Background: an optimization exercise with open tools, aiming at small area. Do not read the settings as production practice.
Where RTL was checked, it was by simulation tests only, not by an equivalence proof against the original.
Power figures rest on the tool's default switching activity, not on a simulated workload.

==> flow/design.v (excerpt) <==
module ring_noc(
    clk,reset,node0_polarity,node3_polarity,node1_polarity,node2_polarity,
    node0_pesi, node0_peri, node0_pedi,
    node0_peso, node0_pero, node0_pedo,
    node1_pesi, node1_peri, node1_pedi,
    node1_peso, node1_pero, node1_pedo,
    node2_pesi, node2_peri, node2_pedi,
    node2_peso, node2_pero, node2_pedo,
    node3_pesi, node3_peri, node3_pedi,
    node3_peso, node3_pero, node3_pedo
);
    input wire clk,reset;
    input wire node0_pesi,node0_pero;
    input wire node1_pesi,node1_pero;
    input wire node2_pesi,node2_pero;
    input wire node3_pesi,node3_pero;
    input wire [63:0] node0_pedi,node1_pedi,node2_pedi,node3_pedi;
    output wire node0_peri,node0_peso;
    output wire node1_peri,node1_peso;
    output wire node2_peri,node2_peso;
    output wire node3_peri,node3_peso;
    output wire [63:0] node0_pedo,node1_pedo,node2_pedo,node3_pedo;
    reg polarity;
    output wire node0_polarity,node3_polarity,node1_polarity,node2_polarity;
    assign node0_polarity = polarity;
    assign node1_polarity = polarity;
    assign node2_polarity = polarity;
    assign node3_polarity = polarity;
    always @(posedge clk) begin
        if (reset)
            polarity <= 1'b0;
        else
            polarity <= ~polarity;
    end
    wire [3:0] cwso, cwri, ccwso, ccwri;
    wire [57:0] cwdo [0:3];
  ...
Size: roughly 5,700 cells after synthesis, about 2,800 flip-flops, about 530 I/O pins, roughly 0.078 mm^2 of cells after synthesis.
==> flow/config.mk <==
export PLATFORM = sky130hd
export DESIGN_NAME = ring_noc
export DESIGN_NICKNAME = ring_noc
export VERILOG_FILES = /design/flow/design.v
export SDC_FILE = /design/flow/constraint.sdc
export NUM_CORES = 4
export LEC_CHECK = 0
export CAP_MARGIN = 0
export CORE_MARGIN = 2
export CORE_UTILIZATION = 70
export SLEW_MARGIN = 0
==> flow/constraint.sdc <==
create_clock -name core_clock -period 5.5 [get_ports {clk}]
set_input_delay 1.1000 -clock core_clock [delete_from_list [all_inputs] [get_ports {clk}]]
set_output_delay 1.1000 -clock core_clock [all_outputs]
set_load 0.01 [all_outputs]
standard.sh (not shown) runs the stock make flow with config.mk's settings and CLKGATE_MAP_FILE= SYNTH_SCRIPT=/design/flow/synth_recipe.tcl, a recipe that flattens the netlist after the stock synthesis.
==> flow/flow/run.sh <==
#!/bin/bash
# Own layout flow: the standard flow (standard.sh, unchanged synthesis and
# steps) with two changes in how the layout is built:
#  - port buffers are sky130_fd_sc_hd__buf_1 instead of the default choice
#    (every input and output port still gets its own buffer);
#  - the clock tree uses clkbuf_8 buffers with larger sink clusters and no
#    dummy loads, which needs far fewer clock buffers for ~3000 flip-flops.
# Each tool's full output is kept: make's output in standard_flow.log, and
# ORFS's per-step logs under orfs/logs/.
set -uo pipefail
export BUFFER_PORTS_ARGS="-buffer_cell sky130_fd_sc_hd__buf_1"
export CTS_ARGS="-sink_clustering_enable -repair_clock_nets -dont_use_dummy_load -buf_list sky130_fd_sc_hd__clkbuf_8 -sink_clustering_size 16 -sink_clustering_max_diameter 50"
bash standard.sh > standard_flow.log 2>&1
status=$?
echo "standard.sh exit status $status"
exit $status
The first run completed without violations.
Change:
- CAP_MARGIN: 0 -> 20
- CORE_UTILIZATION: 70 -> 60
- SLEW_MARGIN: 0 -> 20
Outcome: Worst hold slack gains 0.0079 ns. Synthesized cell count stays the same. Clock skew stays flat. Wire length grows by a few percent. Worst setup slack loses 0.17 ns. Utilization shrinks by 11 points. Count of clock-buffer cells in the layout grows by 5. Final area grows slightly. Final cell count grows by a few percent. Power grows slightly.


## job 381
The RTL this note starts from:
==> flow/design.v <==
module arbiter (
    clk, reset, req1, req2, ack1, ack2
);
    input wire clk, reset, req1, req2;
    output wire ack1, ack2;
    reg prio;
    always @(posedge clk) begin
        if (reset)
            prio <= 1'b0;
        else if (req1 && req2)
            prio <= ~prio;
    end
    assign ack1 = req1 && !(req2 && prio);
    assign ack2 = req2 && !(req1 && !prio);
endmodule
module router_input_ctrl #(
    parameter W = 64
) (
    clk, reset, si, ri, di, dout, req, ack
);
    input wire clk, reset, si, ack;
    input wire [W-1:0] di;
    output wire ri, req;
    output wire [W-1:0] dout;
    reg l_full, i_full;
    reg [W-1:0] l_buf, i_buf;
    wire keep = l_full && !si;
    always @(posedge clk) begin
        if (reset) begin
            l_full <= 1'b0;
            i_full <= 1'b0;
        end
        else begin
            l_full <= i_full && !ack;
            i_full <= l_full || si;
        end
        l_buf <= i_buf;
        i_buf <= ({W{si}} & di) | ({W{keep}} & l_buf);
    end
    assign ri = !l_full;
    assign req = i_full;
    assign dout = i_buf;
endmodule
module router_output_ctrl #(
    parameter W = 64
) (
    clk, reset, req1, req2, ack1, ack2, di1, di2, dout, so, ro
);
    input wire clk, reset, req1, req2, ro;
    input wire [W-1:0] di1, di2;
    output wire ack1, ack2;
    output wire [W-1:0] dout;
    output wire so;
    wire arb_ack1, arb_ack2;
    reg l_full, i_full;
    reg [W-1:0] l_buf, i_buf;
    arbiter arbitration (clk, reset, req1, req2, arb_ack1, arb_ack2);
    assign ack1 = !i_full && arb_ack1;
    assign ack2 = !i_full && arb_ack2;
    assign so = ro && l_full;
    assign dout = l_buf;
    always @(posedge clk) begin
        if (reset) begin
            l_full <= 1'b0;
            i_full <= 1'b0;
        end
        else begin
            l_full <= i_full || arb_ack1 || arb_ack2;
            i_full <= l_full && !so;
        end
        l_buf <= ({W{i_full}} & i_buf) | ({W{ack1}} & di1) | ({W{ack2}} & di2);
        i_buf <= l_buf;
    end
endmodule
module router (
    clk, reset,
    cwsi, cwri, cwdi,
    ccwsi, ccwri, ccwdi,
    pesi, peri, pedi,
    cwso, cwro, cwdo,
    ccwso, ccwro, ccwdo,
    peso, pero, pedo
);
    input wire clk, reset, cwsi, ccwsi, pesi, cwro, ccwro, pero;
    input wire [61:0] cwdi, ccwdi;
    input wire [63:0] pedi;
    output wire cwri, ccwri, peri, cwso, ccwso, peso;
    output wire [61:0] cwdo, ccwdo;
    output wire [63:0] pedo;
    wire [61:0] cw_in, ccw_in;
    wire [63:0] pe_in;
    wire cw_in_req, ccw_in_req, pe_in_req;
    wire cw_ack_cw, cw_ack_pe, ccw_ack_ccw, ccw_ack_pe, pe_ack_cw, pe_ack_ccw;
    wire cw_hop_continue = |cw_in[54:48];
    wire ccw_hop_continue = |ccw_in[54:48];
    wire pe_dir = pe_in[62];
    wire [61:0] cw_fwd = {cw_in[61:55], 1'b0, cw_in[54:49], cw_in[47:0]};
    wire [61:0] ccw_fwd = {ccw_in[61:55], 1'b0, ccw_in[54:49], ccw_in[47:0]};
    wire [61:0] pe_fwd = {pe_in[63], pe_in[61:56], pe_in[55:49], pe_in[47:0]};
    wire [55:0] cw_del = {cw_in[61], 1'b0, cw_in[60:55], cw_in[47:0]};
    wire [55:0] ccw_del = {ccw_in[61], 1'b1, ccw_in[60:55], ccw_in[47:0]};
    wire [55:0] pe_out;
    router_input_ctrl #(62) cw_input_ctrl (clk, reset, cwsi, cwri, cwdi, cw_in, cw_in_req,
        cw_ack_cw || pe_ack_cw);
    router_input_ctrl #(62) ccw_input_ctrl (clk, reset, ccwsi, ccwri, ccwdi, ccw_in, ccw_in_req,
        ccw_ack_ccw || pe_ack_ccw);
    router_input_ctrl #(64) pe_input_ctrl (clk, reset, pesi, peri, pedi, pe_in, pe_in_req,
        cw_ack_pe || ccw_ack_pe);
    router_output_ctrl #(62) cw_output_ctrl (clk, reset,
        cw_hop_continue && cw_in_req, !pe_dir && pe_in_req, cw_ack_cw, cw_ack_pe,
        cw_fwd, pe_fwd, cwdo, cwso, cwro);
    router_output_ctrl #(62) ccw_output_ctrl (clk, reset,
        ccw_hop_continue && ccw_in_req, pe_dir && pe_in_req, ccw_ack_ccw, ccw_ack_pe,
        ccw_fwd, pe_fwd, ccwdo, ccwso, ccwro);
    router_output_ctrl #(56) pe_output_ctrl (clk, reset,
        !cw_hop_continue && cw_in_req, !ccw_hop_continue && ccw_in_req, pe_ack_cw, pe_ack_ccw,
        cw_del, ccw_del, pe_out, peso, pero);
    assign pedo = {pe_out[55:48], 8'b0, pe_out[47:0]};
endmodule
module ring_noc(
    clk,reset,node0_polarity,node3_polarity,node1_polarity,node2_polarity,
    node0_pesi, node0_peri, node0_pedi,
    node0_peso, node0_pero, node0_pedo,
    node1_pesi, node1_peri, node1_pedi,
    node1_peso, node1_pero, node1_pedo,
    node2_pesi, node2_peri, node2_pedi,
    node2_peso, node2_pero, node2_pedo,
    node3_pesi, node3_peri, node3_pedi,
    node3_peso, node3_pero, node3_pedo
);
    input wire clk,reset;
    input wire node0_pesi,node0_pero;
    input wire node1_pesi,node1_pero;
    input wire node2_pesi,node2_pero;
    input wire node3_pesi,node3_pero;
    input wire [63:0] node0_pedi,node1_pedi,node2_pedi,node3_pedi;
    output wire node0_peri,node0_peso;
    output wire node1_peri,node1_peso;
    output wire node2_peri,node2_peso;
    output wire node3_peri,node3_peso;
    output wire [63:0] node0_pedo,node1_pedo,node2_pedo,node3_pedo;
    reg polarity;
    output wire node0_polarity,node3_polarity,node1_polarity,node2_polarity;
    assign node0_polarity = polarity;
    assign node1_polarity = polarity;
    assign node2_polarity = polarity;
    assign node3_polarity = polarity;
    always @(posedge clk) begin
        if (reset)
            polarity <= 1'b0;
        else
            polarity <= ~polarity;
    end
    wire [3:0] cwso, cwri, ccwso, ccwri;
    wire [61:0] cwdo [0:3];
    wire [61:0] ccwdo [0:3];
    router node0 (
        clk, reset,
        cwso[3], cwri[0], cwdo[3],
        ccwso[1], ccwri[0], ccwdo[1],
        node0_pesi, node0_peri, node0_pedi,
        cwso[0], cwri[1], cwdo[0],
        ccwso[0], ccwri[3], ccwdo[0],
        node0_peso, node0_pero, node0_pedo);
    router node1 (
        clk, reset,
        cwso[0], cwri[1], cwdo[0],
        ccwso[2], ccwri[1], ccwdo[2],
        node1_pesi, node1_peri, node1_pedi,
        cwso[1], cwri[2], cwdo[1],
        ccwso[1], ccwri[0], ccwdo[1],
        node1_peso, node1_pero, node1_pedo);
    router node2 (
        clk, reset,
        cwso[1], cwri[2], cwdo[1],
        ccwso[3], ccwri[2], ccwdo[3],
        node2_pesi, node2_peri, node2_pedi,
        cwso[2], cwri[3], cwdo[2],
        ccwso[2], ccwri[1], ccwdo[2],
        node2_peso, node2_pero, node2_pedo);
    router node3 (
        clk, reset,
        cwso[2], cwri[3], cwdo[2],
        ccwso[0], ccwri[3], ccwdo[0],
        node3_pesi, node3_peri, node3_pedi,
        cwso[3], cwri[0], cwdo[3],
        ccwso[3], ccwri[2], ccwdo[3],
        node3_peso, node3_pero, node3_pedo);
endmodule
clock: 5.5 ns
lec_check: 0
cap_margin: 20
core_margin: 2
core_utilization: 35
cts_buf_list: sky130_fd_sc_hd__clkbuf_8
cts_cluster_size: 30
slew_margin: 20
run.sh (not shown) runs the stock make flow with config.mk's settings and CLKGATE_MAP_FILE= SYNTH_SCRIPT=/design/flow/synth_recipe.tcl, a recipe that flattens the netlist after the stock synthesis.
Stock flow here: none of the scripts above is used.
Job 381 | status: complete | timing, DRC, antenna: pass
[inputs] job 8453 vs job 381
Settings: CORE_UTILIZATION changed from 35 to 50; CTS_BUF_LIST removed (was sky130_fd_sc_hd__clkbuf_8); CTS_CLUSTER_SIZE removed (was 30).
==> flow/flow/run.sh (new file) <==
#!/bin/bash
# Own layout flow: the standard flow (standard.sh, unchanged synthesis and
# steps) with two changes in how the layout is built:
#  - port buffers are sky130_fd_sc_hd__buf_1 instead of the default choice
#    (every input and output port still gets its own buffer);
#  - the clock tree uses clkbuf_8 buffers with larger sink clusters and no
#    dummy loads, which needs far fewer clock buffers for ~3000 flip-flops.
# Each tool's full output is kept: make's output in standard_flow.log, and
# ORFS's per-step logs under orfs/logs/.
set -uo pipefail
export BUFFER_PORTS_ARGS="-buffer_cell sky130_fd_sc_hd__buf_1"
export CTS_ARGS="-sink_clustering_enable -repair_clock_nets -dont_use_dummy_load -buf_list sky130_fd_sc_hd__clkbuf_8 -sink_clustering_size 20 -sink_clustering_max_diameter 60"
bash standard.sh > standard_flow.log 2>&1
status=$?
echo "standard.sh exit status $status"
exit $status
==> flow/standard.sh (new file) <==
#!/bin/bash
# synth_recipe.tcl (not shown) runs the flow's synth.tcl, then flattens the netlist and writes it again
# the make line also repeats each setting of config.mk as NAME=value (left out here)
make -C /OpenROAD-flow-scripts/flow DESIGN_CONFIG=/design/flow/config.mk WORK_HOME=/design/flow/orfs CLKGATE_MAP_FILE= SYNTH_SCRIPT=/design/flow/synth_recipe.tcl "${@:-finish}"
removed: flow/run.sh
Results
Job 8453 was carried through to the last stage, and its layout satisfied the timing, DRC and antenna checks. NOTE number of vias after detailed routing job 381->job 8453 decreased by a few percent. Routed wire length on job 8453 is down relative to job 381. [compare] base=job 381 new=job 8453: overall die width decreased about 16%; fraction of power consumed by the clock network decreased 16 points; setup slack increased 0.47 ns; portion of total power attributed to combinational logic essentially unchanged. Job 8453 vs job 381, critical path class: flop to flop vs flop to output pin. Compared to job 381, job 8453 has maximum frequency 15% higher. Job 381 → job 8453: critical path depth up 3, final clock period utilization by the worst path down 8.5 points.
The inputs of job 6032 differ from those of job 8453 as listed below.
Settings: a change of CORE_UTILIZATION from 50 to 35; an added CTS_BUF_LIST of sky130_fd_sc_hd__clkbuf_4.
==> flow/run.sh (new file) <==
#!/bin/bash
# synth_recipe.tcl (not shown) runs the flow's synth.tcl, then flattens the netlist and writes it again
# the make line also repeats each setting of config.mk as NAME=value (left out here)
make -C /OpenROAD-flow-scripts/flow DESIGN_CONFIG=/design/flow/config.mk WORK_HOME=/design/flow/orfs CLKGATE_MAP_FILE= SYNTH_SCRIPT=/design/flow/synth_recipe.tcl finish
removed: flow/flow/run.sh
removed: flow/standard.sh
[summary]
The maximum clock frequency of job 6032 is lower than that of job 8453.
On power in the clock group: between job 8453 and job 6032, it ends up higher for job 6032.
Clock-buffer cell count: job 8453 and job 6032 compared, lower one is job 8453
For job 6032, the beginning of the critical path was node1.pe_input_ctrl.l_full$_SDFF_PP0_, unlike job 8453, where it was node1.ccw_output_ctrl.i_full$_SDFF_PP0_.
Taking job 8453 as the reference point, the final core utilization of job 6032 falls by 12 points.
Result: PASS for each of job 8453 and job 6032
Re sequential share of layout area: job 8453 and job 6032 aren't equal, and the higher value belongs to job 8453.
Compared with job 8453, in job 6032 met1 track utilization from global routing went down, total net switching power went up.
Function was not checked in any run of this note: the RTL went through the layout flow alone.

re-timing with driven ports:
Ports are ideal in the flow. The routed layouts listed here were re-timed in OpenROAD. Step 1 assumes that a clkbuf_16 drives the clock port and a buf_2 every other input. Step 2 moves the port delays by t, midway between the first and last clock arrival at a register: inputs arrive t later, outputs are due t later. That takes back most of the time a late clock gives input paths. a / b / c = ideal ports / drivers / drivers and shift; a / b = the first two.
run	shift t [ns]	setup WS [ns]	worst setup path after step 2	latest minus earliest clock arrival (ns)
the first run of note 1	0.991	2.409 / 2.330 / 2.173	input to register	0.056 / 0.056
the second run of note 1	1.012	2.243 / 2.167 / 1.938	input to register	0.053 / 0.053
job 381	1.164	1.895 / 1.812 / 2.077	input to register	0.126 / 0.126
job 8453	1.004	2.363 / 2.363 / 2.175	input to register	0.084 / 0.085
job 6032	1.475	1.662 / 1.577 / 2.062	input to register	0.156 / 0.156
After both steps every run listed still meets setup and hold. The setup slack of the second run of note 1, which loses most, moves by -0.076 ns with the drivers and by -0.305 ns with both steps.
